Background: an optimization exercise with open tools, aiming at small area. Do not read the settings as production practice. In this exercise RTL edits were held to simulation tests only and were not proved equivalent to the original. No run shown here takes its clock network from TritonCTS; it comes from the design's own scripts or RTL. The clock port is modelled as an ideal driver, which makes a skipped or thinned clock tree look cheaper than it is; a real chip needs a root buffer or a tree. Power is estimated from default activity; no workload was simulated.

### flow/config.mk
export PLATFORM = sky130hd
export DESIGN_NAME = axi4_adapter
export DESIGN_NICKNAME = axi4_adapter
export VERILOG_FILES = /design/flow/design.v
export SDC_FILE = /design/flow/constraint.sdc
export NUM_CORES = 4
export LEC_CHECK = 0
export CAP_MARGIN = 20
export CORE_MARGIN = 2
export CORE_UTILIZATION = 40
export GPL_TIMING_DRIVEN = 0
export SLEW_MARGIN = 20
### flow/constraint.sdc
create_clock -name core_clock -period 4.0 [get_ports {aclk}]
set_input_delay 0.8000 -clock core_clock [delete_from_list [all_inputs] [get_ports {aclk}]]
set_output_delay 0.8000 -clock core_clock [all_outputs]
set_load 0.01 [all_outputs]
### flow/design.v
`timescale 1ns/1ps
`timescale 1ns/1ps
module axi_addr (
  input  logic [11:0]   addr,
  input  logic          inc,
  input  logic          wrap,
  input  logic [1:0]    size,
  input  logic [3:1]    len,
  output logic [11:0]   next_addr
);
  logic [11:0] t;        
  logic [6:1]  m;        
  logic [12:0] c;
  logic        s0, s1, s2;
  assign s0 = ~size[1] & ~size[0];
  assign s1 = ~size[1] & size[0];
  assign s2 = size[1];
  assign t  = addr | {10'h000, size[1], size[1] | size[0]};
  assign m[1] = ~wrap | ~s0 | len[1];
  assign m[2] = ~wrap | s2 | (s1 & len[1]) | (s0 & len[2]);
  assign m[3] = ~wrap | (s2 & len[1]) | (s1 & len[2]) | (s0 & len[3]);
  assign m[4] = ~wrap | (s2 & len[2]) | (s1 & len[3]);
  assign m[5] = ~wrap | (s2 & len[3]);
  assign m[6] = ~wrap;
  always_comb begin : comb_carry
    c[0] = inc;
    for (int i = 1; i <= 12; i++) begin
      c[i] = c[i-1] & t[i-1] & ((i <= 6) ? m[i] : 1'b1);
    end
  end : comb_carry
  assign next_addr = t ^ c[11:0];
endmodule
`timescale 1ns/1ps
module axi4_adapter #(
  parameter integer                     AXI_ID_WIDTH = 1,
  parameter integer                     AXI_ADDR_WIDTH = 12,
  parameter integer                     AXI_DATA_WIDTH = 32,
  parameter bit                         ALIGN_ADDR = 1'b1,
  parameter bit                         EN_SEC_MODE = 1'b1,
  parameter bit                         NO_SEC_FAIL = 0,
  parameter bit                         DECOUPLE_W = 1,
  parameter integer                     AXI_BYTE_COUNT  = AXI_DATA_WIDTH / 8
)(
  input  logic                          aclk,
  input  logic                          aresetn,
  input  logic [AXI_ID_WIDTH-1:0]       awid,
  input  logic [AXI_ADDR_WIDTH-1:0]     awaddr,
  input  logic [7:0]                    awlen,
  input  logic [2:0]                    awsize,
  input  logic [1:0]                    awburst,
  /*verilator lint_off UNUSED*/
  input  logic                          awlock,
  input  logic [3:0]                    awcache,
  /*verilator lint_on UNUSED*/
  input  logic [2:0]                    awprot,
  /*verilator lint_off UNUSED*/
  input  logic [3:0]                    awqos,
  input  logic [3:0]                    awregion,
  /*verilator lint_on UNUSED*/
  input  logic                          awvalid,
  output logic                          awready,
  input  logic [AXI_DATA_WIDTH-1:0]     wdata,
  input  logic [AXI_BYTE_COUNT-1:0]     wstrb,
  input  logic                          wlast,
  input  logic                          wvalid,
  output logic                          wready,
  output logic [AXI_ID_WIDTH-1:0]       bid,
  output logic [1:0]                    bresp,
  output logic                          bvalid,
  input  logic                          bready,
  input  logic [AXI_ID_WIDTH-1:0]       arid,
  input  logic [AXI_ADDR_WIDTH-1:0]     araddr,
  input  logic [7:0]                    arlen,
  input  logic [2:0]                    arsize,
  input  logic [1:0]                    arburst,
  /*verilator lint_off UNUSED*/
  input  logic                          arlock,
  input  logic [3:0]                    arcache,
  /*verilator lint_on UNUSED*/
  input  logic [2:0]                    arprot,
  /*verilator lint_off UNUSED*/
  input  logic [3:0]                    arqos,
  input  logic [3:0]                    arregion,
  /*verilator lint_on UNUSED*/
  input  logic                          arvalid,
  output logic                          arready,
  output logic [AXI_ID_WIDTH-1:0]       rid,
  output logic [AXI_DATA_WIDTH-1:0]     rdata,
  output logic [1:0]                    rresp,
  output logic                          rlast,
  output logic                          rvalid,
  input  logic                          rready,
  output logic [AXI_ADDR_WIDTH-1:0]     rif_waddr,
  input  logic                          rif_wvalid,
  output logic                          rif_wr_req,
  output logic [AXI_BYTE_COUNT-1:0]     rif_wstrb,
  output logic [AXI_DATA_WIDTH-1:0]     rif_wdata,
  output logic [AXI_ADDR_WIDTH-1:0]     rif_raddr,
  input  logic                          rif_rvalid,
  output logic                          rif_rd_req,
  input  logic [AXI_DATA_WIDTH-1:0]     rif_rdata
);
  logic                         aw_full;
  logic [11:0]                  awb_addr;
  logic [3:0]                   awb_mode;
  logic                         awb_sec;
  logic                         awb_id;
  logic                         aw_pop_en;    
  logic [11:0]                  waddr;
  logic [3:0]                   aw_mode_q;
  logic [3:0]                   aw_mode;
  logic                         aw_wrap;
  logic [1:0]                   aw_size;
  logic                         aw_sec;
  logic                         i_bid;
  logic                         i_bvalid;
  logic                         wr_err;
  logic                         w_hs;
  logic                         w_last_hs;
  logic                         b_free;
  logic                         aw_pop;
  logic                         aw_take;
  logic                         aw_load;
  logic [11:0]                  next_waddr;
  assign awready   = ~aw_full;
  assign w_hs      = wvalid & wready;
  assign w_last_hs = w_hs & wlast;
  assign b_free    = ~bvalid | bready;
  assign aw_pop    = aw_pop_en | (w_last_hs & b_free);
  assign aw_take   = aw_pop & aw_full;
  always_ff @(posedge aclk) begin : ff_aw_full
    if (!aresetn) begin
      aw_full <= 1'b0;
    end
    else if (aw_full) begin
      aw_full <= ~aw_pop;
    end
    else begin
      aw_full <= awvalid;
    end
  end : ff_aw_full
  logic aw_push;
  assign aw_push = awvalid & ~aw_full;
  always_ff @(posedge aclk) begin : ff_awb
    if (aw_push) begin
      awb_addr <= awaddr;
      awb_mode <= aw_mode;
      awb_sec  <= awprot[1];
      awb_id   <= awid;
    end
  end : ff_awb
  always_ff @(posedge aclk) begin : ff_aw_pop_en
    if (!aresetn) begin
      aw_pop_en <= 1'b1;
    end
    else if (aw_take) begin
      aw_pop_en <= 1'b0;
    end
    else if (w_hs) begin
      aw_pop_en <= wlast & b_free;
    end
    else if (aw_full) begin
      aw_pop_en <= ~(wready | (i_bvalid & ~bready));
    end
  end : ff_aw_pop_en
  always_ff @(posedge aclk) begin : ff_wready
    if (!aresetn) begin
      wready <= 1'b0;
    end
    else if (aw_take) begin
      wready <= 1'b1;
    end
    else if (w_last_hs) begin
      wready <= 1'b0;
    end
  end : ff_wready
  logic aw_keep;
  assign aw_load = ~wready | w_last_hs;
  assign aw_keep = wready & ~(wvalid & wlast);
  always_ff @(posedge aclk) begin : ff_aw_q
    aw_mode_q <= (aw_mode_q & {4{aw_keep}}) | (awb_mode & {4{aw_load}});
    aw_sec    <= (aw_sec & aw_keep) | (awb_sec & aw_load);
  end : ff_aw_q
  assign aw_mode[3:2] = awburst[1] ? awsize[1:0] : 2'b11;
  assign aw_mode[1:0] = awburst[1] ? {awlen[2], awlen[3] | (awlen[1] & ~awlen[2])} :
                        awburst[0] ? awsize[1:0] : 2'b11;
  assign aw_wrap = ~(aw_mode_q[3] & aw_mode_q[2]);
  assign aw_size = aw_wrap ? aw_mode_q[3:2] : aw_mode_q[1:0];
  axi_addr u_axi_waddr (
    .addr       (waddr),
    .inc        (wvalid & ~(&aw_mode_q)),
    .wrap       (aw_wrap),
    .size       (aw_size),
    .len        ({aw_mode_q[1] & aw_mode_q[0], aw_mode_q[1], aw_mode_q[1] | aw_mode_q[0]}),
    .next_addr  (next_waddr)
  );
  always_ff @(posedge aclk) begin : ff_waddr
    waddr <= aw_load ? awb_addr : next_waddr;
  end : ff_waddr
  assign rif_wr_req = aw_sec & w_hs;
  assign rif_waddr  = {waddr[11:2], 2'b00};
  assign rif_wdata  = wdata;
  assign rif_wstrb  = wstrb;
  assign bresp = {wr_err, 1'b0};
  always_ff @(posedge aclk) begin : ff_wr_err
    if (!aresetn) begin
      wr_err <= 1'b0;
    end
    else if (w_hs) begin
      wr_err <= wr_err | ~aw_sec | ~rif_wvalid;
    end
    else if (bready) begin
      wr_err <= 1'b0;
    end
  end : ff_wr_err
  always_ff @(posedge aclk) begin : ff_i_bvalid
    if (!aresetn) begin
      i_bvalid <= 1'b0;
    end
    else if (w_last_hs && bvalid && !bready) begin
      i_bvalid <= 1'b1;
    end
    else if (bready) begin
      i_bvalid <= 1'b0;
    end
  end : ff_i_bvalid
  always_ff @(posedge aclk) begin : ff_bvalid
    if (!aresetn) begin
      bvalid <= 1'b0;
    end
    else if (w_last_hs) begin
      bvalid <= 1'b1;
    end
    else if (bready) begin
      bvalid <= i_bvalid;
    end
  end : ff_bvalid
  always_ff @(posedge aclk) begin : ff_bid
    if (aw_pop) begin
      i_bid <= awb_id;
    end
    if (b_free) begin
      bid <= i_bid;
    end
  end : ff_bid
  logic                         rd_req;
  logic                         ar_hs;
  logic                         ar_sec;
  logic                         ar_sec_q;
  logic [11:0]                  raddr;
  logic [11:0]                  i_raddr;
  logic [11:0]                  next_raddr;
  logic [3:0]                   ar_mode;
  logic [3:0]                   ar_mode_q;
  logic [3:0]                   i_rmode;
  logic                         ar_wrap;
  logic [1:0]                   ar_size;
  logic                         i_rid;
  logic                         rd_err;
  logic                         en_r_cnt_4_0;
  logic                         en_r_cnt_8_5;
  logic [4:0]                   r_cnt_4_0;
  logic [3:0]                   r_cnt_8_5;
  logic [8:0]                   r_cnt;
  logic [8:0]                   next_r_cnt;
  logic                         rlast_d;
  assign ar_hs  = arvalid & arready;
  assign rd_req = (arvalid | ~arready) & ~(rvalid & ~rready);
  always_ff @(posedge aclk) begin : ff_arready
    if (!aresetn) begin
      arready <= 1'b1;
    end
    else if (ar_hs) begin
      arready <= (arlen == 8'd0) & rd_req;
    end
    else if (rready && rvalid && !arready) begin
      arready <= ~(|r_cnt[8:2]) & ~(r_cnt[1] & r_cnt[0]);    
    end
  end : ff_arready
  assign r_cnt = {r_cnt_8_5, r_cnt_4_0};
  logic       r_ext;
  logic [8:0] r_ld;
  logic [8:0] r_dec;
  logic [8:0] r_cy;
  logic [9:0] r_bw;
  assign r_ext = rvalid & ~rready;
  always_comb begin : comb_r_cnt_arith
    r_cy[0] = 1'b0;
    r_ld[0] = arlen[0] ^ ~r_ext;
    r_cy[1] = arlen[0] & ~r_ext;
    r_ld[1] = arlen[1] ^ (r_ext | r_cy[1]);
    r_cy[2] = arlen[1] & (r_ext | r_cy[1]);
    for (int i = 2; i < 8; i++) begin
      r_ld[i]   = arlen[i] ^ r_cy[i];
      r_cy[i+1] = arlen[i] & r_cy[i];
    end
    r_ld[8] = r_cy[8];
    r_bw[0] = 1'b1;
    for (int i = 0; i < 9; i++) begin
      r_dec[i]  = r_cnt[i] ^ r_bw[i];
      r_bw[i+1] = r_bw[i] & ~r_cnt[i];
    end
  end : comb_r_cnt_arith
  assign next_r_cnt = ar_hs ? r_ld : r_dec;
  assign en_r_cnt_4_0 = ar_hs | (rready & rvalid);
  assign en_r_cnt_8_5 = en_r_cnt_4_0 & ~(|r_cnt_4_0);
  always_ff @(posedge aclk) begin : ff_r_cnt
    if (!aresetn) begin
      r_cnt_4_0 <= '0;
      r_cnt_8_5 <= '0;
    end
    else begin
      if (en_r_cnt_4_0) begin
        r_cnt_4_0 <= next_r_cnt[4:0];
      end
      if (en_r_cnt_8_5) begin
        r_cnt_8_5 <= next_r_cnt[8:5];
      end
    end
  end : ff_r_cnt
  assign i_raddr  = arready ? araddr : raddr;
  assign ar_mode[3:2] = arburst[1] ? arsize[1:0] : 2'b11;
  assign ar_mode[1:0] = arburst[1] ? {arlen[2], arlen[3] | (arlen[1] & ~arlen[2])} :
                        arburst[0] ? arsize[1:0] : 2'b11;
  assign i_rmode  = arready ? ar_mode : ar_mode_q;
  assign ar_wrap  = ~(i_rmode[3] & i_rmode[2]);
  assign ar_size  = ar_wrap ? i_rmode[3:2] : i_rmode[1:0];
  assign ar_sec   = arready ? arprot[1] : ar_sec_q;
  axi_addr u_axi_raddr (
    .addr       (i_raddr),
    .inc        (rd_req & ~(&i_rmode)),
    .wrap       (ar_wrap),
    .size       (ar_size),
    .len        ({i_rmode[1] & i_rmode[0], i_rmode[1], i_rmode[1] | i_rmode[0]}),
    .next_addr  (next_raddr)
  );
  always_ff @(posedge aclk) begin : ff_raddr
    raddr      <= next_raddr;
    ar_mode_q  <= i_rmode;
    ar_sec_q   <= ar_sec;
  end : ff_raddr
  always_ff @(posedge aclk) begin : ff_rid
    if (arready) begin
      i_rid <= arid;
    end
    if (!arvalid || arready) begin
      rid <= ar_hs ? arid : i_rid;
    end
  end : ff_rid
  always_ff @(posedge aclk) begin : ff_rvalid
    if (!aresetn) begin
      rvalid <= 1'b0;
    end
    else begin
      rvalid <= rd_req | (rvalid & ~rready);
    end
  end : ff_rvalid
  always_ff @(posedge aclk) begin : ff_rdata
    rdata <= (rdata & {32{~rd_req}}) | (rif_rdata & {32{rd_req & ar_sec}});
    rd_err <= rd_req & (~ar_sec | ~rif_rvalid);
  end : ff_rdata
  assign rresp = {rd_err, 1'b0};
  always_comb begin : comb_rlast
    rlast_d = rlast;
    if (!rvalid || rready) begin
      if (ar_hs) begin
        rlast_d = (arlen == 8'd0);
      end
      else if (rvalid) begin
        rlast_d = (r_cnt == 9'd2);
      end
      else begin
        rlast_d = (r_cnt == 9'd1);
      end
    end
  end : comb_rlast
  always_ff @(posedge aclk) begin : ff_rlast
    rlast <= rlast_d;
  end : ff_rlast
  assign rif_rd_req = ar_sec & rd_req;
  assign rif_raddr  = {i_raddr[11:2], 2'b00};
endmodule
### flow/flow/run.sh
#!/bin/bash
# The standard ORFS layout (standard.sh) with:
#  - an area-oriented ABC script for the combinational mapping (flow/my_synth.tcl),
#    and no extraction of half/full adder cells (ADDER_MAP_FILE empty), which
#    leaves the hand-written carry chains to ABC,
#  - 1x buffers on the ports,
#  - a clock tree made by hand: the clock port drives four clock buffers, each
#    driving one quarter of the flip-flops (flow/cts_manual.tcl).
# Each tool's output is logged in this folder.
set -euo pipefail
here=$(pwd)
orig=$(grep -o 'SYNTH_SCRIPT=[^ ]*' standard.sh | head -1 | cut -d= -f2-)
export ORIG_SYNTH_SCRIPT="$orig"
export MY_ABC_SCRIPT="$here/flow/abc_area.script"
sed "s#SYNTH_SCRIPT=[^ ]*#SYNTH_SCRIPT=$here/flow/my_synth.tcl#" standard.sh > my_standard.sh
export ADDER_MAP_FILE=
export BUFFER_PORTS_ARGS="-buffer_cell sky130_fd_sc_hd__buf_1"
export PRE_CTS_TCL="$here/flow/cts_manual.tcl"
export MANUAL_CTS_BUF=sky130_fd_sc_hd__clkbuf_16
export MANUAL_CTS_N=4
bash my_standard.sh > standard.log 2>&1
### flow/flow/abc_area.script
&get -n
&st
&deepsyn -T 60
&st
&dch
&nf -R 1000 -p
&st
&syn2
&if -g -K 6
&synch2
&nf -R 1000 -p
&put
topo
### flow/flow/cts_manual.tcl
# Clock tree made by hand: the clock port drives a few clock buffers, each of
# which drives one cluster of flip-flops. Sourced before ORFS's CTS step; it
# replaces clock_tree_synthesis for that step.
proc manual_cts { buf_master nclusters } {
  set block [ord::get_db_block]
  set master [[ord::get_db] findMaster $buf_master]
  set clk_net [$block findNet aclk]
  set sinks {}
  foreach it [$clk_net getITerms] {
    set loc [[$it getInst] getLocation]
    lappend sinks [list [lindex $loc 0] [lindex $loc 1] $it]
  }
  # split into balanced clusters: halves by x, then each half by y
  set groups [list $sinks]
  set axis 0
  while { [llength $groups] < $nclusters } {
    set next {}
    foreach g $groups {
      set s [lsort -integer -index $axis $g]
      set h [expr {[llength $s] / 2}]
      lappend next [lrange $s 0 [expr {$h - 1}]] [lrange $s $h end]
    }
    set groups $next
    set axis [expr {1 - $axis}]
  }
  set i 0
  foreach g $groups {
    set sx 0; set sy 0
    foreach s $g { incr sx [lindex $s 0]; incr sy [lindex $s 1] }
    set n [llength $g]
    set inst [odb::dbInst_create $block $master "clkbuf_m_$i"]
    set net [odb::dbNet_create $block "clknet_m_$i"]
    $net setSigType CLOCK
    foreach s $g {
      set it [lindex $s 2]
      $it disconnect
      $it connect $net
    }
    [$inst findITerm A] connect $clk_net
    [$inst findITerm X] connect $net
    $inst setLocation [expr {$sx / $n}] [expr {$sy / $n}]
    $inst setPlacementStatus PLACED
    puts "manual_cts: $buf_master clkbuf_m_$i drives $n sinks"
    incr i
  }
}

rename clock_tree_synthesis orfs_clock_tree_synthesis
proc clock_tree_synthesis { args } {
  manual_cts $::env(MANUAL_CTS_BUF) $::env(MANUAL_CTS_N)
  set_propagated_clock [all_clocks]
}
### flow/flow/my_synth.tcl
# The standard flow's synthesis script (ORIG_SYNTH_SCRIPT) with its final ABC mapping run
# on flow/abc_area.script (area-oriented) instead of ORFS's speed script.
# Only the combinational mapping changes; the registers are the same.
proc abc { args } {
  set i [lsearch -exact $args -script]
  if { $i >= 0 } {
    set args [lreplace $args [expr {$i + 1}] [expr {$i + 1}] $::env(MY_ABC_SCRIPT)]
  }
  yosys abc {*}$args
}
source $::env(ORIG_SYNTH_SCRIPT)
### flow/standard.sh
#!/bin/bash
# synth_recipe.tcl (not shown) runs the flow's synth.tcl, then flattens the netlist and writes it again
# the make line also repeats each setting of config.mk as NAME=value (left out here)
make -C /OpenROAD-flow-scripts/flow DESIGN_CONFIG=/design/flow/config.mk WORK_HOME=/design/flow/orfs CLKGATE_MAP_FILE= SYNTH_SCRIPT=/design/flow/synth_recipe.tcl "${@:-finish}"
==> out/metrics.yaml, run 1 <==
synth:
  synth.distinct_cells: 41
  yosysTopAreaCell: "dfxtp_1"
  yosysMostFrequentCell: "dfxtp_1"
  synth_top_area_share: 0.361
  synth_area_um2: 4660
  yosysSeqAreaShare: 0.509
  synth_warnings: 2
  synthFlopType: "dfxtp_1"
  synthCells: 460
  synthTopCellsByArea: "dfxtp_1 36%, edfxtp_1 15%, buf_4 8.7%"
  synthTopCellsByCount: "84 x dfxtp_1, 54 x buf_4, 42 x nand2_1, 32 x a22o_1, 25 x nor2_1"
  synthArstFlopShare: 0
  postSynthAreaPerCell_um2: 10.1
  synth_seq_cells: 107
  synth_edf_count: 23
drt:
  num_vias: 3802
  drc_errors: 0
  drt_pre_antenna_iters: 5
  drt_first_iter_violations: 142
  ant_nets: 0
  wl_um: 10300
  viasPerCell: 4.75
  wl_per_cell_um: 12.8
timing:
  setup_violations: 0
  max_clock_freq_ghz: 0.286
  min_period_ns: 3.50
  finalHoldViolations: 0
  fin_skew_ns: 0.00595
  finalCritPeriodShare: 0.875
  relSlewSlack: 0.353
  drv_slew: 0
  tightest_slew_ns: 0.968
  hold_slack_ns: 0.429
  grt_setup_unrepaired: "no"
power:
  powerDensity_nw_per_um2: 408
  intPower_mw: 1.68
  p_clk_frac: 0.196
  switchingPower_uw: 646
  ir_drop_mv: 0.301
  p_comb_frac: 0.231
  p_seq_frac: 0.573
  swShare: 0.278
  leakagePower_nw: 2.17
job:
  max-cap-violations: 0
critical_path:
  critPathKind: "reg2reg"
  crit_buf_inv: 1
  cp_max_fo: 6
  endpoint_kind: "flop"
  crit_path_start_kind: "flop"
  worstSetupEndpoint: "waddr[11]$_DFF_P_"
  cpPeakStageDelay_ns: 0.65
  required_ns: 4.07
  crit_slowest_cell: "or4b_1"
  ff2ff_setup_slack_ns: 0.50
  crit-reg2reg-launch: "aw_mode_q[1]$_DFF_P_"
  worst-path-stages: 13
  cp_top_family: "simple AND/OR/NAND/NOR gates"
  crit_chain: "clkinv_1 -> nand2_1 -> o22a_1 -> o21ai_0 -> or4b_1 -> nor4b_2 -> nand3_1 -> nor3_2 -> nand4_1 -> nor2b_1 -> nand2_1 -> xor2_1 -> o21ai_0"
  arrival_ns: 3.58
  r2r_end: "waddr[11]$_DFF_P_"
  r2r_cells: 13
  startpoint: "aw_mode_q[1]$_DFF_P_"
die:
  die_area_um2: 12500
  die-width_um: 112
  core_area_um2: 11400
  chipHeight_um: 112
  initial_core_util: 0.410
  io_pins: 268
  num_rows: 39
placement:
  io_buffers: 188
  hpwl_um: 7790
  gp_congestion: 0.803
final_layout:
  num_antenna_cells: 0
  drive_above_1_share: 0.0988
  syn2layout_area_growth_pct: 22.3
  final_core_util: 0.501
  nNetsFinal: 822
hold_path:
  hold_start: "i_bid$_DFFE_PN_"
  hp-class: "reg2reg"
cts:
  clkTransAtPathRegs_ns: 0.10
  ctsResizeCount: 0
  clk_latency_ns: 0.16
  postCtsHoldBufs: 0
  post_cts_buffers: 0
global_routing:
  first_global_vias: 3594
  overflow: 0
  grt_pass1_wl_um: 16600
  track_usage: 0.152
  antenna_found_initial: 0
  grt_start_max_net_pins: 39
status:
  outcome: "timing/DRC/antenna clean"
==> power groups by stage <==
stage	logic [mW]	clock network, mW	registers, mW
final	0.538	0.455	1.33
after global routing	0.601	0.515	1.35
after CTS	0.545	0.472	1.33
after detailed placement	0.544	0	1.35
after global placement	0.531	0	1.35
after floorplan	0.342	0	1.36
==> cell families (layout without fill, tap and decap cells) <==
| logic type | Yosys count | in the layout | synth area share |
|---|---|---|---|
| simple gates | 128 | 128 | 0.133 |
| flops | 107 | 107 | 0.509 |
| compound gates | 99 | 99 | 0.146 |
| buf+inv | 71 | 264 | 0.101 |
| xor+xnor | 34 | 34 | 0.0639 |
| mux | 19 | 19 | 0.0441 |
| fa+ha+maj | 1 | 1 | 0.00215 |
| other cells | 1 | 6 | 0.000805 |
==> how the worst min path moves through the flow <==
stage               depth (start not counted)              end  slack [ns]
floorplan                                   0    bid$_DFFE_PN_        0.40
global placement                            0    bid$_DFFE_PN_        0.41
detailed placement                          0    bid$_DFFE_PN_        0.41
CTS                                         0    bid$_DFFE_PN_        0.43
global route                                0  i_bid$_DFFE_PN_        0.45
finish                                      0    bid$_DFFE_PN_        0.43
==> final cells by class <==
cell class	instances	area [um2]
Buffer	58	505
Fill cell	1100	5670
Inverter	17	63.8
Multi-Input combinational cell	287	1850
Sequential cell	107	2370
Tap cell	143	179
Timing Repair Buffer	189	721
==> per-stage QoR <==
step	cell area [um2]	worst slack [ns]	total power, mW	TNS, ns	std cells
floorplan	4680	0.728	1.70	0	465
global placement	5560	0.0145	1.88	0	796
detailed placement	5580	-0.0229	1.90	-0.0229	797
CTS	5680	0.144	2.35	0	801
global route	5700	0.128	2.47	0	801
finish	5700	0.498	2.32	0	801
==> routing by layer <==
layer / up-vias / track usage / wire length (um)
met5: - / 0 / 0
met4: 0 / 0.0165 / 136
met3: 8 / 0.0234 / 743
met2: 130 / 0.263 / 4710
met1: 1697 / 0.210 / 4660
li1: 1967 / - / -
==> cells in the final DEF (no fill, tap or decap), types with 4 or more instances in the layout <==
cell | synthesis | layout
a21oi_1 | 17 | 17
a22o_1 | 32 | 32
a31oi_1 | 5 | 5
buf_1 | 0 | 188
buf_4 | 54 | 54
clkbuf_16 | 0 | 4
clkinv_1 | 17 | 17
conb_1 | 1 | 6
dfxtp_1 | 84 | 83
edfxtp_1 | 23 | 23
mux2_1 | 12 | 12
mux2i_1 | 7 | 7
nand2_1 | 42 | 41
nand2b_1 | 8 | 8
nand3_1 | 14 | 14
nand4_1 | 4 | 4
nor2_1 | 25 | 25
nor2b_1 | 6 | 5
nor3_1 | 7 | 6
o211ai_1 | 4 | 4
o21ai_0 | 23 | 23
o22ai_1 | 7 | 7
xnor2_1 | 21 | 21
xor2_1 | 13 | 13
==> flip-flops by register name (all words and copies together) (netlist names), 4 cells and up <==
register / flops
r_cnt_8_5: 4
awb_mode: 4
waddr: 12
awb_addr: 12
aw_mode_q: 4
raddr: 12
rdata: 32
r_cnt_4_0: 5
ar_mode_q: 4
==> run 2, diff against run 1 <==
--- a/flow/config.mk
+++ b/flow/config.mk
@@ -8,5 +8,4 @@
 export CAP_MARGIN = 20
 export CORE_MARGIN = 2
 export CORE_UTILIZATION = 40
-export GPL_TIMING_DRIVEN = 0
 export SLEW_MARGIN = 20
==> run 2 against run 1 <==
  * Critical path type is now in2reg
  * Utilization down 4.8 points
  * Sequential power about the same
  * Via count down 6.5%
  * Routed wire length down 6.5%
  * Die area unchanged
  * Total power down 3.3%
  * Synthesized cell count unchanged
  * Critical endpoint unchanged
  * Final area down 9.5%
  * Clock power down 2%
  * Worst setup slack better by 0.0070 ns
==> out/metrics.yaml, run 2 <==
timing:
  tns_ns: 0  # unchanged
  fin_skew_ns: 0.00345  # was 0.00595 ns
  min_period_ns: 3.49  # was 3.50 ns
  relSlewSlack: 0.355  # was 0.353
  tightest_slew_ns: 0.963  # was 0.968 ns
  hold_slack_ns: 0.433  # was 0.429 ns
  grt_setup_unrepaired: "no"  # unchanged
  drv_slew: 0  # unchanged
  max_clock_freq_ghz: 0.286  # about the same
  finalCritPeriodShare: 0.874  # was 0.875
  setup_violations: 0  # unchanged
  finalWorstSetupSlack_ns: 0.506  # was 0.498 ns
  finalHoldViolations: 0  # unchanged
global_routing:
  overflow: 0  # unchanged
  antenna_found_initial: 0  # unchanged
  grt_start_max_net_pins: 38  # was 39
  first_global_vias: 3482  # was 3594
  grt_pass1_wl_um: 16000  # was 16600 um
  track_usage: 0.147  # was 0.152
critical_path:
  arrival_ns: 3.57  # was 3.58 ns
  required_ns: 4.07  # about the same
  critPathKind: "in2reg"  # was reg2reg
  crit_path_start_kind: "input port"  # was flop
  endpoint_kind: "flop"  # unchanged
  cp_max_fo: 6  # unchanged
drt:
  viasPerCell: 4.98  # was 4.75
  drt_first_iter_violations: 126  # was 142
  wl_per_cell_um: 13.4  # was 12.8 um
  drt_pre_antenna_iters: 4  # was 5
  drc_errors: 0  # unchanged
  num_vias: 3555  # was 3802
  wl_um: 9590  # was 10300 um
  ant_nets: 0  # unchanged
synth:
  synthTopCellsByArea: "dfxtp_1 36%, edfxtp_1 15%, buf_4 8.7%"  # unchanged
  synth_top_area_share: 0.361  # unchanged
  synth_seq_cells: 107  # unchanged
  synthFlopType: "dfxtp_1"  # unchanged
  yosysSeqAreaShare: 0.509  # unchanged
  synth.distinct_cells: 41  # unchanged
  synthArstFlopShare: 0  # unchanged
  synth_warnings: 2  # unchanged
  yosysTopAreaCell: "dfxtp_1"  # unchanged
  synthTopCellsByCount: "84 x dfxtp_1, 54 x buf_4, 42 x nand2_1, 32 x a22o_1, 25 x nor2_1"  # unchanged
  yosysMostFrequentCell: "dfxtp_1"  # unchanged
  synthCells: 460  # unchanged
  synth_edf_count: 23  # unchanged
  postSynthAreaPerCell_um2: 10.1  # unchanged
  synth_area_um2: 4660  # unchanged
power:
  switchingPower_uw: 615  # was 646 uW
  p_comb_frac: 0.212  # was 0.231
  ir_drop_mv: 0.336  # was 0.301 mV
  powerDensity_nw_per_um2: 436  # was 408 nW/um2
  p_clk_frac: 0.199  # was 0.196
  p_seq_frac: 0.589  # was 0.573
  leakagePower_nw: 1.87  # was 2.17 nW
  swShare: 0.274  # was 0.278
  intPower_mw: 1.63  # was 1.68 mW
die:
  initial_core_util: 0.410  # unchanged
  die-width_um: 112  # unchanged
  die_area_um2: 12500  # unchanged
  core_area_um2: 11400  # unchanged
  chipHeight_um: 112  # unchanged
  io_pins: 268  # unchanged
  num_rows: 39  # unchanged
cts:
  post_cts_buffers: 0  # unchanged
  postCtsHoldBufs: 0  # unchanged
  clk_latency_ns: 0.16  # about the same
  ctsResizeCount: 0  # unchanged
  clkTransAtPathRegs_ns: 0.10  # about the same
placement:
  pre_cts_slack_ns: 0.315  # was -0.0229 ns
  gp_congestion: 0.796  # was 0.803
  io_buffers: 152  # was 188
  hpwl_um: 7280  # was 7790 um
job:
  max-cap-violations: 0  # unchanged
final_layout:
  num_antenna_cells: 0  # unchanged
  fillCellCount: 1153  # was 1100
  largest_reg_flops: 32  # unchanged
  nNetsFinal: 735  # was 822
  largest_register: "rdata"  # unchanged
  layout_commonest_cell: "buf_1"  # unchanged
  syn2layout_area_growth_pct: 10.6  # was 22.3%
  drive_above_1_share: 0.0158  # was 0.0988
  final_cell_mix: "152 x buf_1, 84 x dfxtp_1, 42 x nand2_1"  # was 188 x buf_1, 83 x dfxtp_1, 54 x buf_4
hold_path:
  hp-class: "reg2reg"  # unchanged
status:
  outcome: "timing/DRC/antenna clean"  # unchanged
run 2: cell counts after synthesis:
Identical to the previous run, type by type.
run 2: path summary, 6_finish.rpt:
check	from	to	slack, ns	cells after the start
max	wvalid	waddr[11]$_DFF_P_	0.51	11
min reg2reg	i_bid$_DFFE_PN_	bid$_DFFE_PN_	0.43	0
max reg2reg	aw_mode_q[1]$_DFF_P_	waddr[11]$_DFF_P_	0.52	13
min	i_bid$_DFFE_PN_	bid$_DFFE_PN_	0.43	0
run 2: area by class of cell:
type	instances	area, um2	area share
Inverter	17	63.8	0.0124
Tap cell	143	179	0.0347
Sequential cell	107	2370	0.460
Timing Repair Buffer	156	601	0.117
Multi-Input combinational cell	287	1840	0.357
Buffer	4	100	0.0194
run 2: logic make-up (layout without fill, tap and decap cells):
group | Yosys count | count (layout) | synth area share
xor gates and xnor gates | 34 | 34 | 0.0639
and+or+nand+nor | 128 | 128 | 0.133
adders and majority gates | 1 | 1 | 0.00215
DFF | 107 | 107 | 0.509
AOI/OAI and AO/OA | 99 | 99 | 0.146
other | 1 | 6 | 0.000805
muxes | 19 | 19 | 0.0441
buffers and inverters | 71 | 177 | 0.101
run 2: through the flow:
step           power [mW]  cell area [um2]   util  std cells
5_1_grt              2.38             5150  0.453        714
3_5_place_dp         1.83             5050  0.444        710
4_1_cts              2.27             5150  0.453        714
6_report             2.25             5150  0.453        714
3_3_place_gp         1.82             5050  0.444        710
2_1_floorplan        1.70             4680      -        465
run 2: worst max-delay path, stage by stage:
cell and delay [ns]:
buf_1 0.20, o21ai_0 0.22, or4b_1 0.63, nor4b_1 0.49, nand3_1 0.18, nor3_1 0.26
nand4_1 0.18, nor2b_1 0.22, nand2_1 0.09, xor2_1 0.14, o21ai_0 0.15
run 2: power by group through the flow:
stage	Combinational, mW	Clock [mW]	Sequential, mW
3_5_place_dp	0.480	0	1.35
5_1_grt	0.535	0.505	1.34
3_3_place_gp	0.472	0	1.34
2_1_floorplan	0.342	0	1.36
6_report	0.475	0.448	1.32
4_1_cts	0.482	0.462	1.32
run 2: per-layer routing:
| metal | vias to the layer above | track usage | part of all wire |
|---|---|---|---|
| li1 | 1799 | - | - |
| met1 | 1609 | 0.200 | 0.46 |
| met2 | 128 | 0.247 | 0.45 |
| met3 | 19 | 0.0321 | 0.079 |
| met4 | 0 | 0.0222 | 0.017 |
| met5 | - | 0 | 0 |
==> run 3, diff against run 2 <==
==> flow/flow/abc_area.script (replaced) <==
&get -n
&st
&deepsyn -T 60
&st
&dch -f
&nf -R 1000 -p
&st
&dch -f
&nf -R 1000 -p
&put
topo
==> run 3 against run 2 <==
  * First-iteration DRC count is 17% higher
  * Global-route usage shrank 0.54 points
  * Final area is 0.34% lower
  * Clock skew rose by 0.0018 ns
  * Highest routed layer unchanged
  * Still clean
  * Sequential power barely moved
  * Largest power group unchanged
  * Register-to-register slack got worse by 0.06 ns
  * Worst hold slack is essentially flat
  * Sequential share of layout area increased by 0.18 points
  * Combinational power up 6.3%
  * Cell count up 0.28%
  * Critical path depth up 8
==> out/metrics.yaml, run 3 <==
status:
  outcome: "timing/DRC/antenna clean"  # unchanged
die:
  die_area_um2: 12200  # was 12500 um2
  core_area_um2: 11000  # was 11400 um2
  initial_core_util: 0.414  # was 0.410
  chipHeight_um: 111  # was 112 um
  num_rows: 38  # was 39
  io_pins: 268  # unchanged
  die-width_um: 111  # was 112 um
synth:
  synth_top_area_share: 0.370  # was 0.361
  synthArstFlopShare: 0  # unchanged
  synthTopCellsByCount: "84 x dfxtp_1, 54 x buf_4, 49 x nand2_1, 35 x nor2_1, 32 x a22o_1"  # was 84 x dfxtp_1, 54 x buf_4, 42 x nand2_1, 32 x a22o_1, 25 x nor2_1
  synthFlopType: "dfxtp_1"  # unchanged
  postSynthAreaPerCell_um2: 10.0  # was 10.1 um2
  yosysTopAreaCell: "dfxtp_1"  # unchanged
  synthCells: 454  # was 460
  synth_seq_cells: 107  # unchanged
  synthTopCellsByArea: "dfxtp_1 37%, edfxtp_1 15%, buf_4 8.9%"  # was dfxtp_1 36%, edfxtp_1 15%, buf_4 8.7%
  synth.distinct_cells: 44  # was 41
  synth_warnings: 2  # unchanged
  yosysSeqAreaShare: 0.521  # was 0.509
  synth_edf_count: 23  # unchanged
  synth_area_um2: 4550  # was 4660 um2
  yosysMostFrequentCell: "dfxtp_1"  # unchanged
critical_path:
  crit_slowest_cell: "a311o_1"  # was or4b_1
  cpPeakStageDelay_ns: 0.38  # was 0.63 ns
  endpoint_kind: "flop"  # unchanged
  critPathKind: "in2reg"  # unchanged
  cp_max_fo: 4  # was 6
  arrival_ns: 3.83  # was 3.57 ns
  crit-reg2reg-launch: "arready$_SDFFE_PN1P_"  # was aw_mode_q[1]$_DFF_P_
  crit_chain: "buf_1 -> nor2b_1 -> nor3_1 -> nor2_1 -> nand2_1 -> a31o_1 -> a31oi_1 -> o21ai_0 -> nor2b_1 -> nand4_1 -> a311o_1 -> nor2_1 -> nand4_1 -> nor3_2 -> nand2_1 -> nor2_2 -> nand2_1 -> nor2_1 -> xor2_1"  # was buf_1 -> o21ai_0 -> or4b_1 -> nor4b_1 -> nand3_1 -> nor3_1 -> nand4_1 -> nor2b_1 -> nand2_1 -> xor2_1 -> o21ai_0
  crit_buf_inv: 1  # unchanged
  crit_path_start_kind: "input port"  # unchanged
  required_ns: 4.09  # was 4.07 ns
  startpoint: "arlen[1]"  # was wvalid
  ff2ff_setup_slack_ns: 0.46  # was 0.52 ns
  cp_top_family: "simple AND/OR/NAND/NOR gates"  # unchanged
  r2r_end: "raddr[11]$_DFF_P_"  # was waddr[11]$_DFF_P_
  r2r_cells: 18  # was 13
final_layout:
  largest_register: "rdata"  # unchanged
  num_antenna_cells: 0  # unchanged
  largest_reg_flops: 32  # unchanged
  nNetsFinal: 740  # was 735
  fillCellCount: 1102  # was 1153
  drive_above_1_share: 0.0417  # was 0.0158
  final_core_util: 0.468  # was 0.453
  layout_commonest_cell: "buf_1"  # unchanged
  syn2layout_area_growth_pct: 12.9  # was 10.6%
  multi_input_area_um2: 1760  # was 1840 um2
  regArea_um2: 2370  # about the same
  final_cell_mix: "152 x buf_1, 83 x dfxtp_1, 48 x nand2_1"  # was 152 x buf_1, 84 x dfxtp_1, 42 x nand2_1
drt:
  ant_nets: 0  # unchanged
  num_vias: 3547  # was 3555
  wl_um: 9420  # was 9590 um
  drt_pre_antenna_iters: 4  # unchanged
  drt_first_iter_violations: 148  # was 126
  viasPerCell: 4.95  # was 4.98
  wl_per_cell_um: 13.2  # was 13.4 um
  drc_errors: 0  # unchanged
job:
  max-cap-violations: 0  # unchanged
hold_path:
  hold_path_depth: 0  # unchanged
  hold_start: "i_bid$_DFFE_PN_"  # unchanged
  whs_endpoint: "bid$_DFFE_PN_"  # unchanged
  hp-class: "reg2reg"  # unchanged
cts:
  clkTransAtPathRegs_ns: 0.10  # about the same
  postCtsHoldBufs: 0  # unchanged
  ctsResizeCount: 0  # unchanged
  clk_latency_ns: 0.16  # about the same
  post_cts_buffers: 0  # unchanged
placement:
  hpwl_um: 7080  # was 7280 um
  io_buffers: 152  # unchanged
  pre_cts_slack_ns: 0.0421  # was 0.315 ns
  gp_congestion: 0.829  # was 0.796
power:
  powerDensity_nw_per_um2: 447  # was 436 nW/um2
  ir_drop_mv: 0.307  # was 0.336 mV
  p_total_mw: 2.30  # was 2.25 mW
  leakagePower_nw: 1.98  # was 1.87 nW
timing:
  finalCritPeriodShare: 0.935  # was 0.874
  setup_violations: 0  # unchanged
  finalWorstSetupSlack_ns: 0.259  # was 0.506 ns
  finalHoldViolations: 0  # unchanged
  hold_slack_ns: 0.433  # about the same
  max_clock_freq_ghz: 0.267  # was 0.286 GHz
  min_period_ns: 3.74  # was 3.49 ns
  drv_slew: 0  # unchanged
  fin_skew_ns: 0.00527  # was 0.00345 ns
  tightest_slew_ns: 0.741  # was 0.963 ns
  relSlewSlack: 0.505  # was 0.355
global_routing:
  antenna_found_initial: 0  # unchanged
  track_usage: 0.142  # was 0.147
  grt_start_max_net_pins: 34  # was 38
  first_global_vias: 3362  # was 3482
  grt_pass1_wl_um: 15400  # was 16000 um
  overflow: 0  # unchanged
## run 3: cell count changes after synthesis, moves of 3 or more
cell	before	now
a21oi_1	17	24
and3_1	4	7
clkinv_1	17	13
mux2_1	12	7
nand2_1	42	49
nand3_1	14	7
nand3b_1	0	3
nor2_1	25	35
o211ai_1	4	0
o21ai_0	23	17
o22ai_1	7	4
o31ai_1	0	4
xnor2_1	21	12
## run 3: final cells by class
| cell class | count | area share |
|---|---|---|
| Sequential cell | 107 | 0.462 |
| Multi-Input combinational cell | 285 | 0.342 |
| Timing Repair Buffer | 167 | 0.133 |
| Tap cell | 140 | 0.0341 |
| Buffer | 4 | 0.0195 |
| Inverter | 13 | 0.00950 |
## run 3: metal layers
metal | vias up | global-route usage | wire (um)
met1 | 1619 | 0.190 | 4430
met3 | 21 | 0.0197 | 573
met2 | 117 | 0.250 | 4280
met5 | - | 0 | 0
met4 | 0 | 0.0183 | 135
li1 | 1790 | - | -
## run 3: logic make-up (layout without fill, tap and decap cells)
family                 after synthesis  count (layout)  synth area share
AO/OA/AOI/OAI                      101             101             0.154
other                                1               6          0.000824
AND/OR/NAND/NOR                    140             140             0.145
multiplexers                        15              15            0.0349
buffers and inverters               67             184            0.0998
XOR/XNOR                            23              23            0.0443
flip-flops                         107             107             0.521
## run 3: where the power goes
group | internal [mW] | total (mW) | switching, mW
combinational | 0.219 | 0.505 | 0.286
sequential | 1.26 | 1.34 | 0.0857
clock | 0.185 | 0.451 | 0.266
total | 1.66 | 2.30 | 0.638
## run 3: stage by stage
stage	instances	setup TNS [ns]	area (um2)
6_report	716	0	5140
3_3_place_gp	712	0	5020
5_1_grt	716	-0.0251	5140
4_1_cts	716	0	5120
3_5_place_dp	712	0	5020
2_1_floorplan	459	0	4570
## run 3: worst max path at each step
| stage | end | slack [ns] | cells after the start |
|---|---|---|---|
| 2_1_floorplan | raddr[11]$_DFF_P_ | 0.04 | 18 |
| 3_3_place_gp | raddr[11]$_DFF_P_ | 0.11 | 19 |
| 3_5_place_dp | raddr[11]$_DFF_P_ | 0.04 | 19 |
| 4_1_cts | raddr[11]$_DFF_P_ | 0.20 | 19 |
| 5_1_grt | raddr[11]$_DFF_P_ | -0.03 | 19 |
| 6_report | raddr[11]$_DFF_P_ | 0.26 | 19 |
==> run 4, diff against run 3 <==
--- a/flow/flow/run.sh
+++ b/flow/flow/run.sh
@@ -15,6 +15,7 @@
 sed "s#SYNTH_SCRIPT=[^ ]*#SYNTH_SCRIPT=$here/flow/my_synth.tcl#" standard.sh > my_standard.sh
 export ADDER_MAP_FILE=
 export BUFFER_PORTS_ARGS="-buffer_cell sky130_fd_sc_hd__buf_1"
+export PRE_GLOBAL_PLACE_TCL="$here/flow/pre_gpl.tcl"
 export PRE_CTS_TCL="$here/flow/cts_manual.tcl"
 export MANUAL_CTS_BUF=sky130_fd_sc_hd__clkbuf_16
 export MANUAL_CTS_N=4
==> flow/flow/abc_area.script (replaced) <==
&get -n
&st
&deepsyn -T 60
&st
&dch -f
&nf -R 30 -p
&st
&dch -f
&nf -R 30 -p
&put
topo
==> flow/flow/pre_gpl.tcl (new file) <==
# Global placement runs without timing-driven mode (GPL_TIMING_DRIVEN 0), which
# would otherwise remove the synthesis buffers; remove them here instead.
remove_buffers
--- a/flow/config.mk
+++ b/flow/config.mk
@@ -8,4 +8,5 @@
 export CAP_MARGIN = 20
 export CORE_MARGIN = 2
 export CORE_UTILIZATION = 40
+export GPL_TIMING_DRIVEN = 0
 export SLEW_MARGIN = 20
==> run 4 against run 3 <==
  * Still clean
  * Flip-flop and latch count stayed put
  * Maximum frequency is 3.1% lower
  * Clock skew is 0.0036 ns higher
  * Cell count is 1.7% lower
  * Utilization is 0.46 points higher
  * First-iteration DRC count is 6.8% lower
  * Worst hold slack hardly changed
  * Final area is 0.97% higher
  * Die area is 0.22% higher
  * Register-to-register slack worse by 0.13 ns
  * Global-route usage is 0.25 points higher
  * Critical path type unchanged
  * Highest routed layer unchanged
==> out/metrics.yaml, run 4 <==
timing:
  finalWorstSetupSlack_ns: 0.138  # was 0.259 ns
  finalHoldViolations: 0  # unchanged
  fin_skew_ns: 0.00891  # was 0.00527 ns
  min_period_ns: 3.86  # was 3.74 ns
  relSlewSlack: 0.404  # was 0.505
  drv_slew: 0  # unchanged
  finalCritPeriodShare: 0.966  # was 0.935
  max_clock_freq_ghz: 0.259  # was 0.267 GHz
  setup_violations: 0  # unchanged
  tightest_slew_ns: 0.872  # was 0.741 ns
critical_path:
  required_ns: 4.09  # about the same
  arrival_ns: 3.96  # was 3.83 ns
  endpoint_kind: "flop"  # unchanged
  crit_path_start_kind: "input port"  # unchanged
  cp_max_fo: 5  # was 4
  critPathKind: "in2reg"  # unchanged
  ff2ff_setup_slack_ns: 0.33  # was 0.46 ns
global_routing:
  track_usage: 0.144  # was 0.142
  grt_start_max_net_pins: 35  # was 34
  grt_pass1_wl_um: 15500  # was 15400 um
  first_global_vias: 3425  # was 3362
  overflow: 0  # unchanged
  antenna_found_initial: 0  # unchanged
synth:
  yosysMostFrequentCell: "dfxtp_1"  # unchanged
  yosysTopAreaCell: "dfxtp_1"  # unchanged
  synth_seq_cells: 107  # unchanged
  synth_warnings: 2  # unchanged
  synthCells: 453  # was 454
  synthArstFlopShare: 0  # unchanged
  synth_edf_count: 23  # unchanged
  synth_area_um2: 4560  # was 4550 um2
  postSynthAreaPerCell_um2: 10.1  # was 10.0 um2
  synth.distinct_cells: 43  # was 44
  yosysSeqAreaShare: 0.520  # was 0.521
  synth_top_area_share: 0.369  # was 0.370
  synthTopCellsByArea: "dfxtp_1 37%, edfxtp_1 15%, buf_4 8.9%"  # unchanged
  synthFlopType: "dfxtp_1"  # unchanged
  synthTopCellsByCount: "84 x dfxtp_1, 54 x buf_4, 45 x nand2_1, 34 x nor2_1, 32 x a22o_1"  # was 84 x dfxtp_1, 54 x buf_4, 49 x nand2_1, 35 x nor2_1, 32 x a22o_1
power:
  ir_drop_mv: 0.310  # was 0.307 mV
  powerDensity_nw_per_um2: 445  # was 447 nW/um2
  p_comb_frac: 0.219  # was 0.220
  switchingPower_uw: 647  # was 638 uW
  leakagePower_nw: 1.95  # was 1.98 nW
  intPower_mw: 1.66  # about the same
  p_clk_frac: 0.195  # was 0.196
  p_seq_frac: 0.586  # was 0.584
  swShare: 0.281  # was 0.278
final_layout:
  syn2layout_area_growth_pct: 13.7  # was 12.9%
  drive_above_1_share: 0.0514  # was 0.0417
  design_area_um2: 5190  # was 5140 um2
  largest_register: "rdata"  # unchanged
  final_cell_mix: "150 x buf_1, 83 x dfxtp_1, 43 x nand2_1"  # was 152 x buf_1, 83 x dfxtp_1, 48 x nand2_1
  num_antenna_cells: 0  # unchanged
  nNetsFinal: 728  # was 740
  fin_cells: 704  # was 716
  final_core_util: 0.472  # was 0.468
  largest_reg_flops: 32  # unchanged
  layout_commonest_cell: "buf_1"  # unchanged
placement:
  io_buffers: 152  # unchanged
  hpwl_um: 7190  # was 7080 um
  gp_congestion: 0.851  # was 0.829
  dp_cells: 698  # was 712
  placed_area_um2: 4950  # was 5020 um2
  pre_cts_slack_ns: -0.797  # was 0.0421 ns
cts:
  postCtsHoldBufs: 0  # unchanged
  clk_latency_ns: 0.17  # was 0.16 ns
  clkTransAtPathRegs_ns: 0.10  # about the same
drt:
  wl_um: 9600  # was 9420 um
  drc_errors: 0  # unchanged
  num_vias: 3561  # was 3547
  drt_pre_antenna_iters: 6  # was 4
  viasPerCell: 5.06  # was 4.95
  ant_nets: 0  # unchanged
  wl_per_cell_um: 13.6  # was 13.2 um
  drt_first_iter_violations: 138  # was 148
die:
  core_area_um2: 11000  # unchanged
  initial_core_util: 0.415  # was 0.414
  io_pins: 268  # unchanged
  num_rows: 38  # unchanged
  die_area_um2: 12300  # was 12200 um2
  die-width_um: 111  # about the same
  chipHeight_um: 111  # about the same
hold_path:
  hp-class: "reg2reg"  # unchanged
job:
  max-cap-violations: 0  # unchanged
status:
  outcome: "timing/DRC/antenna clean"  # unchanged
[run 4: changes by cell type in the layout (fill, tap and decap cells not counted), sizes merged, moves of 2 or more]
cell | previous run | this run
nand2 | 49 | 45
nor4 | 2 | 4
nor2b | 8 | 6
buf | 167 | 154
clkbuf | 4 | 6
[run 4: cell families (layout without fill, tap and decap cells)]
group           after synthesis  in the layout  share of synthesized area
other cells                   1              6                   0.000822
buf+inv                      68            174                      0.100
simple gates                138            138                      0.145
compound gates              100            100                      0.152
mux                          15             15                     0.0348
flops                       107            107                      0.520
xor+xnor                     24             24                     0.0461
[run 4: final timing paths]
path / startpoint / to / depth (start not counted)
setup reg to reg: arready$_SDFFE_PN1P_ / raddr[11]$_DFF_P_ / 14
setup / recovery: arlen[2] / raddr[11]$_DFF_P_ / 15
hold / removal: awb_id$_DFFE_PP_ / i_bid$_DFFE_PN_ / 0
hold reg to reg: awb_id$_DFFE_PP_ / i_bid$_DFFE_PN_ / 0
[run 4: per-stage QoR]
step	hold WS, ns	power (mW)	setup TNS (ns)
2_1_floorplan	0.400	1.73	0
3_3_place_gp	0.410	1.84	-2.67
3_5_place_dp	0.407	1.86	-3.13
4_1_cts	0.433	2.31	0
5_1_grt	0.443	2.44	-0.0745
6_report	0.433	2.31	0
[run 4: area by class of cell]
class	instances	area (um2)
plain buffers	4	100
inverters	14	52.6
flip-flops and latches	107	2380
well taps	140	175
multi-input cells	283	1870
repair buffers	156	614
fillers	1073	5800
[run 4: routing by layer]
layer,global-route usage,routed length (um),up-vias
li1,-,-,1774
met1,0.179,4130,1621
met2,0.258,4550,143
met3,0.0312,729,23
met4,0.0283,192,0
met5,0,0,-
[run 4: critical path, cell delays in order]
cell and delay (ns):
clkbuf_2 0.15, nor2b_4 0.15, nor3_2 0.07, nor4_4 0.35, o31ai_1 0.14, a31oi_1 0.31, o211a_1 0.23, o2111ai_2 0.15
or3_4 0.40, nand4b_1 0.26, nor4_4 0.34, and3_4 0.25, nand2_1 0.08, nor2_1 0.12, xor2_1 0.16
[run 4: power by group through the flow]
stage	Combinational (mW)	Clock, mW	Sequential (mW)
after floorplan	0.350	0	1.38
after global placement	0.471	0	1.37
after detailed placement	0.485	0	1.37
after CTS	0.495	0.469	1.35
after global routing	0.564	0.504	1.37
final	0.506	0.449	1.35
[run 4: timing repair]
| action | CTS | global route |
|---|---|---|
| setup endpoints to repair | 6 | 2 |
| pin swaps | 1 | 5 |
| setup buffers | 0 | 2 |
| resized for setup | 7 | 17 |
==> run 5, diff against run 4 <==
--- a/flow/design.v
+++ b/flow/design.v
@@ -142,12 +142,10 @@
   logic aw_push;
   assign aw_push = awvalid & ~aw_full;
   always_ff @(posedge aclk) begin : ff_awb
-    if (aw_push) begin
-      awb_addr <= awaddr;
-      awb_mode <= aw_mode;
-      awb_sec  <= awprot[1];
-      awb_id   <= awid;
-    end
+    awb_addr <= (awb_addr & {12{aw_full}}) | (awaddr & {12{aw_push}});
+    awb_mode <= (awb_mode & {4{aw_full}}) | (aw_mode & {4{aw_push}});
+    awb_sec  <= (awb_sec & aw_full) | (awprot[1] & aw_push);
+    awb_id   <= (awb_id & aw_full) | (awid & aw_push);
   end : ff_awb
   always_ff @(posedge aclk) begin : ff_aw_pop_en
     if (!aresetn) begin
==> flow/flow/abc_area.script (replaced) <==
&get -n
&st
&deepsyn -T 60
&st
&dch -f
&nf -R 1000 -p
&st
&dch -f
&nf -R 1000 -p
&put
topo
==> run 5 against run 4 <==
  * Sequential power barely moved
  * Largest power group unchanged
  * Routed wire length rose by 1.9%
  * Final area fell by 2.4%
  * Synthesized cell count rose by 4.2%
  * Highest routed layer unchanged
  * Register-to-register slack improved by 0.06 ns
  * Total power rose by 1.2%
  * Clock power barely moved
==> out/metrics.yaml, run 5 <==
drt:
  viasPerCell: 5.05  # was 5.06
  wl_met2_um: 4600  # was 4550 um
  wl_met1_um: 4120  # was 4130 um
  wl_per_cell_um: 13.6  # about the same
  drt_first_iter_violations: 165  # was 138
  num_vias: 3637  # was 3561
  drc_errors: 0  # unchanged
  drt_pre_antenna_iters: 4  # was 6
  routed.top_layer: "met4"  # unchanged
  ant_nets: 0  # unchanged
  wl_um: 9780  # was 9600 um
  wl_met3_um: 966  # was 729 um
global_routing:
  grt_pass1_wl_um: 14900  # was 15500 um
  track_usage: 0.147  # was 0.144
  antenna_found_initial: 0  # unchanged
  grt_start_max_net_pins: 36  # was 35
  overflow: 0  # unchanged
  first_global_vias: 3252  # was 3425
synth:
  synth_edf_count: 5  # was 23
  synthFlopType: "dfxtp_1"  # unchanged
  synthArstFlopShare: 0  # unchanged
  synthTopCellsByArea: "dfxtp_1 45%, buf_4 9.0%, a22o_1 9.0%"  # was dfxtp_1 37%, edfxtp_1 15%, buf_4 8.9%
  synth_seq_cells: 107  # unchanged
  synthTopCellsByCount: "102 x dfxtp_1, 64 x nand2_1, 54 x buf_4, 46 x a22o_1, 28 x o21ai_0"  # was 84 x dfxtp_1, 54 x buf_4, 45 x nand2_1, 34 x nor2_1, 32 x a22o_1
  synth_warnings: 2  # unchanged
  yosysMostFrequentCell: "dfxtp_1"  # unchanged
  synth.distinct_cells: 42  # was 43
  postSynthAreaPerCell_um2: 9.53  # was 10.1 um2
  synthCells: 472  # was 453
  synth_top_area_share: 0.454  # was 0.369
  yosysSeqAreaShare: 0.487  # was 0.520
  yosysTopAreaCell: "dfxtp_1"  # unchanged
  synth_area_um2: 4500  # was 4560 um2
critical_path:
  critPathKind: "in2reg"  # unchanged
  cp_max_fo: 3  # was 5
  crit_path_start_kind: "input port"  # unchanged
  arrival_ns: 3.82  # was 3.96 ns
  endpoint_kind: "flop"  # unchanged
  required_ns: 4.10  # was 4.09 ns
die:
  die_area_um2: 12100  # was 12300 um2
  core_area_um2: 10900  # was 11000 um2
  die-width_um: 110  # was 111 um
  io_pins: 268  # unchanged
  num_rows: 38  # unchanged
  chipHeight_um: 110  # was 111 um
  initial_core_util: 0.413  # was 0.415
timing:
  max_clock_freq_ghz: 0.269  # was 0.259 GHz
  finalCritPeriodShare: 0.929  # was 0.966
  setup_violations: 0  # unchanged
  fin_skew_ns: 0.00975  # was 0.00891 ns
  tightest_slew_ns: 0.947  # was 0.872 ns
  drv_slew: 0  # unchanged
  min_period_ns: 3.72  # was 3.86 ns
  relSlewSlack: 0.352  # was 0.404
  finalHoldViolations: 0  # unchanged
hold_path:
  hp-class: "reg2reg"  # unchanged
cts:
  clk_latency_ns: 0.16  # was 0.17 ns
  clkTransAtPathRegs_ns: 0.10  # about the same
power:
  leakagePower_nw: 1.96  # was 1.95 nW
  p_total_mw: 2.33  # was 2.31 mW
  powerDensity_nw_per_um2: 461  # was 445 nW/um2
  ir_drop_mv: 0.290  # was 0.310 mV
placement:
  gp_congestion: 0.839  # was 0.851
  placed_area_um2: 4860  # was 4950 um2
  io_buffers: 152  # unchanged
  dp_cells: 715  # was 698
  hpwl_um: 7270  # was 7190 um
final_layout:
  drive_above_1_share: 0.0362  # was 0.0514
  largest_register: "rdata"  # unchanged
  layout_commonest_cell: "buf_1"  # unchanged
  design_area_um2: 5060  # was 5190 um2
  nNetsFinal: 744  # was 728
  syn2layout_area_growth_pct: 12.5  # was 13.7%
  final_cell_mix: "151 x buf_1, 101 x dfxtp_1, 63 x nand2_1"  # was 150 x buf_1, 83 x dfxtp_1, 43 x nand2_1
  fin_cells: 720  # was 704
  largest_reg_flops: 32  # unchanged
  num_antenna_cells: 0  # unchanged
job:
  max-cap-violations: 0  # unchanged
status:
  outcome: "timing/DRC/antenna clean"  # unchanged
-- run 5: routing by layer --
| layer | vias up | track usage |
|---|---|---|
| met5 | - | 0 |
| li1 | 1844 | - |
| met3 | 11 | 0.0364 |
| met2 | 139 | 0.267 |
| met4 | 0 | 0.0172 |
| met1 | 1643 | 0.180 |
-- run 5: what timing repair did --
item	CTS	global route
pin swaps	0	4
endpoints found under the setup margin	5	5
gates resized for setup	6	14
hold buffers	0	0
setup buffers	0	1
-- run 5: final timing paths --
path                                      startpoint           endpoint  slack (ns)  cells after the start
worst min register to register       i_bid$_DFFE_PN_      bid$_DFFE_PN_        0.44                      0
worst min-delay path                 i_bid$_DFFE_PN_      bid$_DFFE_PN_        0.44                      0
worst max-delay path                      arburst[1]  raddr[11]$_DFF_P_        0.28                     18
worst max register to register  arready$_SDFFE_PN1P_  raddr[11]$_DFF_P_        0.39                     17
-- run 5: through the flow --
step                      utilization  hold slack, ns  worst slack, ns  TNS [ns]
after global routing            0.465           0.455         -0.00596  -0.00596
after global placement          0.447           0.402           -0.663     -2.33
after CTS                       0.458           0.442          0.00496         0
final                           0.465           0.437            0.282         0
after floorplan                     -           0.400           0.0763         0
after detailed placement        0.447           0.416           -0.736     -2.76
-- run 5: where the power goes --
part           internal (mW)  switching [mW]  leakage (nW)
Combinational          0.227           0.304          1.01
Clock                  0.185           0.267        0.0493
Sequential              1.24           0.109         0.904
Total                   1.65           0.681          1.96
-- run 5: cell families (layout without fill, tap and decap cells) --
family                    count (synthesis)  count (layout)  share of synthesized area
muxes                                    14              14                     0.0328
other                                     1               6                   0.000833
DFF                                     107             107                      0.487
xor gates and xnor gates                 21              21                     0.0409
buffers and inverters                    68             171                      0.102
AOI/OAI and AO/OA                       131             131                      0.206
and+or+nand+nor                         130             130                      0.131
-- run 5: layout make-up --
| cell class | instances | area (um2) |
|---|---|---|
| Timing Repair Buffer | 153 | 579 |
| Multi-Input combinational cell | 302 | 1960 |
| Inverter | 14 | 52.6 |
| Sequential cell | 107 | 2200 |
| Tap cell | 140 | 175 |
| Fill cell | 1115 | 5830 |
| Buffer | 4 | 100 |
-- run 5: critical path, cell delays in order --
cell and delay, ns:
buf_1 0.08, nand3b_1 0.18, nor2_1 0.19, nor2_1 0.10, nand2_1 0.14, nor2_1 0.08
a311oi_2 0.28, nand2_1 0.11, or2_0 0.29, a2111oi_4 0.25, and3_4 0.25, and2_0 0.16
and4_4 0.25, nand2_1 0.10, nor3_4 0.16, nand2_1 0.11, nor2_1 0.12, xor2_1 0.14
==> run 6, diff against run 5 <==
==> flow/flow/abc_area.script (replaced) <==
&get -n
&st
&deepsyn -T 60
&st
&dch -f
&nf -R 30 -p
&st
&dch -f
&nf -R 30 -p
&put
topo
==> run 6 against run 5 <==
  * Area after synthesis increased by 0.78%
  * Total power decreased by 0.20%
  * Maximum frequency decreased by 2.3%
  * Die area increased by 0.76%
  * Sequential share of layout area increased by 0.16 points
  * Worst setup slack got worse by 0.089 ns
  * Cell count increased by 0.28%
  * Global-route usage decreased by 0.062 points
  * Utilization decreased by 0.37 points
  * Routed wire length about the same
  * Combinational power about the same
  * Clock power about the same
==> out/metrics.yaml, run 6 <==
status:
  outcome: "timing/DRC/antenna clean"  # unchanged
final_layout:
  largest_reg_flops: 32  # unchanged
  drive_above_1_share: 0.0223  # was 0.0362
  largest_register: "rdata"  # unchanged
  layout_commonest_cell: "buf_1"  # unchanged
  nNetsFinal: 746  # was 744
  num_antenna_cells: 0  # unchanged
  final_cell_mix: "152 x buf_1, 101 x dfxtp_1, 52 x nand2_1"  # was 151 x buf_1, 101 x dfxtp_1, 63 x nand2_1
  syn2layout_area_growth_pct: 11.2  # was 12.5%
critical_path:
  startpoint: "wvalid"  # was arburst[1]
  cp_max_fo: 6  # was 3
  endpoint_kind: "flop"  # unchanged
  required_ns: 4.03  # was 4.10 ns
  crit_chain: "buf_1 -> o41ai_1 -> a2111oi_0 -> nand4_1 -> a21oi_1 -> and2_0 -> and3_1 -> nand3_1 -> and3b_1 -> and3_1 -> xnor2_1 -> a21oi_1"  # was buf_1 -> nand3b_1 -> nor2_1 -> nor2_1 -> nand2_1 -> nor2_1 -> a311oi_2 -> nand2_1 -> or2_0 -> a2111oi_4 -> and3_4 -> and2_0 -> and4_4 -> nand2_1 -> nor3_4 -> nand2_1 -> nor2_1 -> xor2_1
  cpPeakStageDelay_ns: 0.80  # was 0.29 ns
  crit_path_start_kind: "input port"  # unchanged
  crit-reg2reg-launch: "aw_mode_q[3]$_DFF_P_"  # was arready$_SDFFE_PN1P_
  arrival_ns: 3.84  # was 3.82 ns
  crit_slowest_cell: "a2111oi_0"  # was or2_0
  critPathKind: "in2reg"  # unchanged
placement:
  gp_congestion: 0.814  # was 0.839
  pre_cts_slack_ns: -0.715  # was -0.736 ns
  io_buffers: 152  # unchanged
  hpwl_um: 7180  # was 7270 um
global_routing:
  grt_start_max_net_pins: 36  # unchanged
  antenna_found_initial: 0  # unchanged
  grt_pass1_wl_um: 15800  # was 14900 um
  overflow: 0  # unchanged
  track_usage: 0.146  # was 0.147
  first_global_vias: 3513  # was 3252
die:
  chipHeight_um: 110  # about the same
  io_pins: 268  # unchanged
  die-width_um: 110  # about the same
  die_area_um2: 12200  # was 12100 um2
  initial_core_util: 0.415  # was 0.413
  num_rows: 38  # unchanged
  core_area_um2: 10900  # about the same
synth:
  yosysMostFrequentCell: "dfxtp_1"  # unchanged
  synthCells: 475  # was 472
  synth_seq_cells: 107  # unchanged
  yosysTopAreaCell: "dfxtp_1"  # unchanged
  synthFlopType: "dfxtp_1"  # unchanged
  yosysSeqAreaShare: 0.483  # was 0.487
  synth_area_um2: 4530  # was 4500 um2
  synth.distinct_cells: 45  # was 42
  synth_top_area_share: 0.450  # was 0.454
  synthTopCellsByCount: "102 x dfxtp_1, 54 x buf_4, 53 x nand2_1, 46 x a22o_1, 27 x o21ai_0"  # was 102 x dfxtp_1, 64 x nand2_1, 54 x buf_4, 46 x a22o_1, 28 x o21ai_0
  postSynthAreaPerCell_um2: 9.55  # was 9.53 um2
  synthTopCellsByArea: "dfxtp_1 45%, buf_4 8.9%, a22o_1 8.9%"  # was dfxtp_1 45%, buf_4 9.0%, a22o_1 9.0%
  synthArstFlopShare: 0  # unchanged
  synth_edf_count: 5  # unchanged
  synth_warnings: 2  # unchanged
power:
  p_seq_frac: 0.579  # about the same
  powerDensity_nw_per_um2: 462  # was 461 nW/um2
  p_total_mw: 2.33  # about the same
  leakagePower_nw: 1.93  # was 1.96 nW
  p_comb_frac: 0.228  # about the same
  switchingPower_uw: 678  # was 681 uW
  swShare: 0.291  # was 0.292
  intPower_mw: 1.65  # about the same
  p_clk_frac: 0.193  # was 0.194
  ir_drop_mv: 0.327  # was 0.290 mV
drt:
  drc_errors: 0  # unchanged
  drt_pre_antenna_iters: 4  # unchanged
  wl_per_cell_um: 13.5  # was 13.6 um
  viasPerCell: 5.12  # was 5.05
  num_vias: 3700  # was 3637
  wl_um: 9780  # about the same
  drt_first_iter_violations: 126  # was 165
  ant_nets: 0  # unchanged
hold_path:
  hp-class: "reg2reg"  # unchanged
  hold_start: "i_bid$_DFFE_PN_"  # unchanged
timing:
  finalHoldViolations: 0  # unchanged
  finalCritPeriodShare: 0.952  # was 0.929
  finalWorstSetupSlack_ns: 0.193  # was 0.282 ns
  tightest_slew_ns: 0.980  # was 0.947 ns
  setup_violations: 0  # unchanged
  max_clock_freq_ghz: 0.263  # was 0.269 GHz
  min_period_ns: 3.81  # was 3.72 ns
  grt_setup_unrepaired: "no"
  relSlewSlack: 0.330  # was 0.352
  fin_skew_ns: 0.00913  # was 0.00975 ns
  drv_slew: 0  # unchanged
cts:
  clk_latency_ns: 0.16  # about the same
  clkTransAtPathRegs_ns: 0.10  # about the same
job:
  max-cap-violations: 0  # unchanged
-- run 6: cell count changes in the layout (fill, tap and decap cells not counted), sizes merged, moves of 3 or more --
cell	delta
mux2	+3
nand2	-11
nor2	+5
nor3	+3
-- run 6: what timing repair did --
action / in CTS / in global routing
setup buffers: 0 / 0
endpoints found under the hold margin: 0 / 0
hold buffers: 0 / 0
pin swaps: 0 / 1
endpoints found under the setup margin: 6 / 4
resized for setup: 5 / 5
-- run 6: critical path: cells and delay by family --
kind / cells / cell delay, ns
xor+xnor: 1 / 0.13
simple gates: 6 / 1.39
buf+inv: 1 / 0.24
compound gates: 4 / 1.27
-- run 6: power by group through the flow --
stage | Clock (mW) | Sequential [mW] | Combinational [mW]
finish | 0.450 | 1.35 | 0.531
global route | 0.502 | 1.37 | 0.591
CTS | 0.470 | 1.35 | 0.530
detailed placement | 0 | 1.37 | 0.526
global placement | 0 | 1.37 | 0.516
floorplan | 0 | 1.38 | 0.389
-- run 6: routing by layer --
layer | up-vias | part of all wire | track usage | wire length [um]
met5 | - | 0 | 0 | 0
met4 | 0 | 0.018 | 0.0283 | 178
met3 | 24 | 0.088 | 0.0362 | 864
met2 | 124 | 0.44 | 0.249 | 4270
met1 | 1685 | 0.46 | 0.189 | 4470
li1 | 1867 | - | - | -
-- run 6: cell families after synthesis --
| kind of cell | Yosys count | share of synthesized area |
|---|---|---|
| buffers and inverters | 70 | 0.103 |
| DFF | 107 | 0.483 |
| muxes | 15 | 0.0356 |
| and+or+nand+nor | 129 | 0.132 |
| AOI/OAI and AO/OA | 134 | 0.208 |
| other | 1 | 0.000827 |
| xor gates and xnor gates | 19 | 0.0367 |
-- run 6: worst paths after layout --
path	depth (start not counted)	slack [ns]	to
worst max register to register	13	0.24	waddr[11]$_DFF_P_
worst min-delay path	0	0.43	bid$_DFFE_PN_
worst min register to register	0	0.43	bid$_DFFE_PN_
worst max-delay path	12	0.19	waddr[11]$_DFF_P_
-- run 6: per-stage QoR --
| stage | utilization | cells | hold slack (ns) | area (um2) | TNS [ns] |
|---|---|---|---|---|---|
| finish | 0.461 | 722 | 0.430 | 5040 | 0 |
| CTS | 0.459 | 722 | 0.434 | 5020 | 0 |
| detailed placement | 0.448 | 718 | 0.408 | 4900 | -2.48 |
| global placement | 0.447 | 718 | 0.405 | 4890 | -2.47 |
| floorplan | - | 480 | 0.400 | 4550 | 0 |
| global route | 0.461 | 722 | 0.438 | 5040 | 0 |
-- run 6: final cells by class --
type	instances	area [um2]
repair buffers	152	571
plain buffers	4	100
multi-input cells	303	1940
flip-flops and latches	107	2200
inverters	16	60.1
well taps	140	175
fillers	1091	5890

what the ideal ports hide:
The flow's constraints put no driver on any port. The routed layouts listed below were extracted and timed again, unchanged, in two steps. Step 1: set_driving_cell puts a clkbuf_16 on aclk and a buf_2 on each other input, an assumption about the parent block. Step 2 also shifts input and output timing later by t, the mid clock arrival at the registers, as if the neighbouring blocks saw the same clock. Three values: ideal ports, drivers, drivers and shift; two values: the first two.
| run | t, ns | slack for setup (ns) |
|---|---|---|
| run 1 | 0.238 | 0.498 / 0.498 / 0.290 |
| run 2 | 0.237 | 0.506 / 0.517 / 0.295 |
| run 3 | 0.241 | 0.259 / 0.313 / 0.072 |
| run 4 | 0.237 | 0.138 / 0.186 / -0.052 |
| run 5 | 0.242 | 0.282 / 0.344 / 0.102 |
| run 6 | 0.240 | 0.193 / 0.236 / 0.005 |
Met with ideal ports but missed after step 2: setup timing in run 4.
